Context: an optimization exercise on an open-source flow, tuned for low power. The choices shown serve that exercise and are no tape-out recipe.
The RTL was checked by simulation tests, not by an equivalence proof against the original design.
No activity file was given, so power comes from the tool's default toggle rates.

==> run C: inputs <==
==> flow/design.v <==
`timescale 1ns / 1ps
module fifo #(
    parameter DATA_WIDTH = 16,
    parameter DEPTH = 64, 
    parameter ALMOST_FULL_THRESH = 56,
    parameter ALMOST_EMPTY_THRESH = 8
)(
    input                   clk,
    input                   rst_n,        
    input                   wr_en,
    input  [DATA_WIDTH-1:0] wr_data,
    input                   rd_en,
    output reg [DATA_WIDTH-1:0] rd_data,
    output                  full,
    output                  empty,
    output                  almost_full,
    output                  almost_empty,
    output                  overflow_err,
    output                  underflow_err,
    output [DATA_WIDTH-1:0] fifo_count
);
    function integer clog2;
        input integer value;
        integer i;
        begin
            clog2 = 0;
            for (i = value-1; i > 0; i = i >> 1)
                clog2 = clog2 + 1;
        end
    endfunction
    localparam ADDR_WIDTH = clog2(DEPTH);
    reg [DATA_WIDTH-1:0] mem [0:DEPTH-1];
    reg [ADDR_WIDTH-1:0] write_pointer;    
    reg [ADDR_WIDTH-1:0] read_pointer;     
    reg [clog2(DEPTH+1)-1:0] count;        
    reg overflow_flag, underflow_flag;
    assign full         = (count == DEPTH);
    assign empty        = (count == 0);
    assign almost_full  = (count >= ALMOST_FULL_THRESH);
    assign almost_empty = (count <= ALMOST_EMPTY_THRESH);
    assign overflow_err = overflow_flag;
    assign underflow_err= underflow_flag;
    assign fifo_count   = count;
    always @(posedge clk) begin
        if (wr_en && !full)
            mem[write_pointer] <= wr_data;
    end
    always @(posedge clk or negedge rst_n) begin
        if (!rst_n) begin
            write_pointer <= 0;
        end else if (wr_en) begin
            if (!full) begin
                write_pointer <= write_pointer + 1'b1;
            end
        end
    end
    always @(posedge clk or negedge rst_n) begin
        if (!rst_n) begin
            read_pointer <= 0;
            rd_data <= 0;
        end else if (rd_en) begin
            if (!empty) begin
                rd_data <= mem[read_pointer];
                read_pointer <= read_pointer + 1'b1;
            end
        end
    end
    always @(posedge clk or negedge rst_n) begin
        if (!rst_n) begin
            count <= 0;
        end else begin
            case ({wr_en && !full, rd_en && !empty})
                2'b10: count <= count + 1'b1; 
                2'b01: count <= count - 1'b1;
                default: count <= count;      
            endcase
        end
    end
    always @(posedge clk or negedge rst_n) begin
        if (!rst_n) begin
            overflow_flag  <= 1'b0;
            underflow_flag <= 1'b0;
        end else begin
            if (wr_en && full)
                overflow_flag <= 1'b1;
            else if (overflow_flag && rd_en && !empty)
                overflow_flag <= 1'b0;
            if (rd_en && empty)
                underflow_flag <= 1'b1;
            else if (underflow_flag && wr_en && !full)
                underflow_flag <= 1'b0;
        end
    end
endmodule
==> flow/run.sh <==
#!/bin/bash
# synth_recipe.tcl (not shown) runs the flow's synth.tcl, then flattens the netlist and writes it again
# the make line also repeats each setting of config.mk as NAME=value (left out here)
make -C /OpenROAD-flow-scripts/flow DESIGN_CONFIG=/design/flow/config.mk WORK_HOME=/design/flow/orfs CLKGATE_MAP_FILE= SYNTH_SCRIPT=/design/flow/synth_recipe.tcl finish
==> flow/config.mk <==
export PLATFORM = sky130hd
export DESIGN_NAME = fifo
export DESIGN_NICKNAME = fifo
export VERILOG_FILES = /design/flow/design.v
export SDC_FILE = /design/flow/constraint.sdc
export NUM_CORES = 4
export LEC_CHECK = 0
export CAP_MARGIN = 20
export CORE_MARGIN = 2
export CORE_UTILIZATION = 40
export PLACE_DENSITY = 0.6
export SLEW_MARGIN = 20
==> flow/constraint.sdc <==
create_clock -name core_clock -period 3.3 [get_ports {clk}]
set_input_delay 0.6600 -clock core_clock [delete_from_list [all_inputs] [get_ports {clk}]]
set_output_delay 0.6600 -clock core_clock [all_outputs]
set_load 0.01 [all_outputs]
==> run R (differences from run C) <==
==> flow/design.v (replaced) <==
`timescale 1ns / 1ps
module fifo #(
    parameter DATA_WIDTH = 16,
    parameter DEPTH = 64,
    parameter ALMOST_FULL_THRESH = 56,
    parameter ALMOST_EMPTY_THRESH = 8
)(
    input                   clk,
    input                   rst_n,
    input                   wr_en,
    input  [DATA_WIDTH-1:0] wr_data,
    input                   rd_en,
    output [DATA_WIDTH-1:0] rd_data,
    output                  full,
    output                  empty,
    output                  almost_full,
    output                  almost_empty,
    output                  overflow_err,
    output                  underflow_err,
    output [DATA_WIDTH-1:0] fifo_count
);
    localparam AW = 6;
    reg [DATA_WIDTH-1:0] mem [0:DEPTH-1];
    reg [AW-1:0] wp;
    reg [AW-1:0] rp;
    reg [AW:0]   cnt_r;
    reg [DATA_WIDTH-1:0] rd_r;
    reg alive;
    reg rd_valid;
    reg overflow_flag, underflow_flag;
    wire [AW:0] count = cnt_r & {(AW+1){alive}};
    assign full         = count[AW];
    assign empty        = (count == 0);
    assign almost_full  = (count >= ALMOST_FULL_THRESH);
    assign almost_empty = (count <= ALMOST_EMPTY_THRESH);
    assign overflow_err = overflow_flag;
    assign underflow_err= underflow_flag;
    assign fifo_count   = {{(DATA_WIDTH-AW-1){1'b0}}, count};
    assign rd_data      = rd_r & {DATA_WIDTH{rd_valid}};
    wire wr_acc = wr_en & ~full;
    wire rd_acc = rd_en & ~empty;
    always @(posedge clk or negedge rst_n) begin
        if (!rst_n) begin
            alive    <= 1'b0;
            rd_valid <= 1'b0;
        end else begin
            alive    <= alive | wr_en | rd_en;
            rd_valid <= rd_valid | rd_acc;
        end
    end
    always @(posedge clk) begin
        if (wr_acc)
            mem[wp] <= wr_data;
    end
    always @(posedge clk) begin
        if (rd_acc)
            rd_r <= mem[rp];
    end
    genvar k;
    generate
        for (k = 0; k < AW; k = k + 1) begin : g_ptr
            wire wcarry, rcarry;
            if (k == 0) begin : g_c0
                assign wcarry = 1'b1;
                assign rcarry = 1'b1;
            end else begin : g_ck
                assign wcarry = &wp[k-1:0];
                assign rcarry = &rp[k-1:0];
            end
            always @(posedge clk)
                if (wr_acc && wcarry)
                    wp[k] <= ~wp[k];
            always @(posedge clk)
                if (empty && wr_en)
                    rp[k] <= wp[k];
                else if (rd_acc && rcarry)
                    rp[k] <= ~rp[k];
        end
    endgenerate
    wire inc = wr_acc & ~rd_acc;
    wire dec = rd_acc & ~wr_acc;
    genvar j;
    generate
        for (j = 0; j <= AW; j = j + 1) begin : g_cnt
            wire tog;
            if (j == 0) begin : g_t0
                assign tog = inc | dec;
            end else begin : g_tj
                assign tog = (inc & (&count[j-1:0])) | (dec & ~(|count[j-1:0]));
            end
            always @(posedge clk)
                if (!alive || tog)
                    cnt_r[j] <= count[j] ^ tog;
        end
    endgenerate
    always @(posedge clk or negedge rst_n) begin
        if (!rst_n) begin
            overflow_flag  <= 1'b0;
            underflow_flag <= 1'b0;
        end else begin
            if (wr_en && full)
                overflow_flag <= 1'b1;
            else if (rd_acc)
                overflow_flag <= 1'b0;
            if (rd_en && empty)
                underflow_flag <= 1'b1;
            else if (wr_acc)
                underflow_flag <= 1'b0;
        end
    end
endmodule
==> flow/config.mk (replaced) <==
export PLATFORM = sky130hd
export DESIGN_NAME = fifo
export DESIGN_NICKNAME = fifo
export VERILOG_FILES = /design/flow/design.v
export SDC_FILE = /design/flow/constraint.sdc
export NUM_CORES = 4
export LEC_CHECK = 0
export CAP_MARGIN = 0
export CORE_MARGIN = 2
export CORE_UTILIZATION = 60
export CTS_BUF_LIST = sky130_fd_sc_hd__clkbuf_16
export CTS_CLUSTER_DIAMETER = 50
export CTS_CLUSTER_SIZE = 50
export PLACE_DENSITY = 0.8
export SLEW_MARGIN = 0
==> notes <==
- Run C passed the timing, DRC and antenna checks. Run R ran to the end with no violations.
- Against run R, the wire length of run C is larger by about 3.4%.
- In run C the utilization is lower than in run R, by 22 points.
- Final area: run R is smaller than run C (about 3.2%).
- In run C the global-route usage is lower than in run R, by 9.4 points.
- In run R the clock power is lower than in run C, by about 8%.
- In run R the count of clock-buffer cells in the layout is lower than in run C, by 36.
- Hold slack: run R is higher than run C (99 ps).
- Between run R and run C, the lower clock skew is in run C (gap 1.8 ps).
- Between run C and run R, the lower sequential power is in run R (gap about 8%, measured against run R).
==> figures <==
item                                                                 run C        run R
Result of the run                         no timing/DRC/antenna violations  no timing/DRC/antenna violations
Final area over synthesized area                                    1.172x       1.133x
Amount of wire on met2 after detailed routing                      49.1 mm      46.5 mm
NumNets Final                                                        2,243        2,172
Gate Count Post-Synth                                                1,993        1,944
Die footprint                                                 105,000 um^2  70,600 um^2
Sink count of the clock tree                                         1,061        1,063
Combinational-cell power consumption                               11.5 mW      1.19 mW
EDFF count, synth                                                    1,024        1,059
Share of synthesized area occupied by flip-flops and latches         0.772        0.776
Switching pwr                                                      12.1 mW      6.04 mW
Storage cell area                                              31,700 um^2  31,900 um^2
Met1 Usage GRT                                                       0.278        0.421
Synthesized-area fraction occupied by and/or/nand/nor cells         0.0229       0.0293
ClkCell Share                                                       0.0719       0.0652
Share of the clock period used by the worst path                     0.952        0.978
Clock network power share                                            0.302        0.404
Maximum operating frequency                                      0.318 GHz    0.310 GHz
Via count of the first global-routing pass                          20,900       21,000
Mapped Area                                                    41,000 um^2  41,100 um^2

what the ideal ports hide:
The results above use ideal ports. As a check the final layouts listed here were re-extracted and re-timed, cells and wires unchanged.
Step 1 (the two cells are an assumption about what drives the block):
set clk [get_ports {clk}]
set_driving_cell -lib_cell sky130_fd_sc_hd__clkbuf_16 $clk
set_driving_cell -lib_cell sky130_fd_sc_hd__buf_2 [delete_from_list [all_inputs] $clk]
Step 2 also shifts input and output timing later by t, the mid clock arrival at the registers, as if the neighbouring blocks saw the same clock.
Three values: no drivers, after step 1, after step 2; two values: the first two.
run	shift t [ns]	setup slack, ns	latest minus earliest clock arrival (ns)
run C	0.722	0.157 / 0.092 / 0.221	0.040 / 0.041
run R	0.720	0.072 / 0.003 / 0.053	0.048 / 0.048
After both steps every run listed still meets setup and hold. For run R, which loses most, drivers alone change the setup slack by -0.069 ns; drivers and shift together by -0.019 ns.
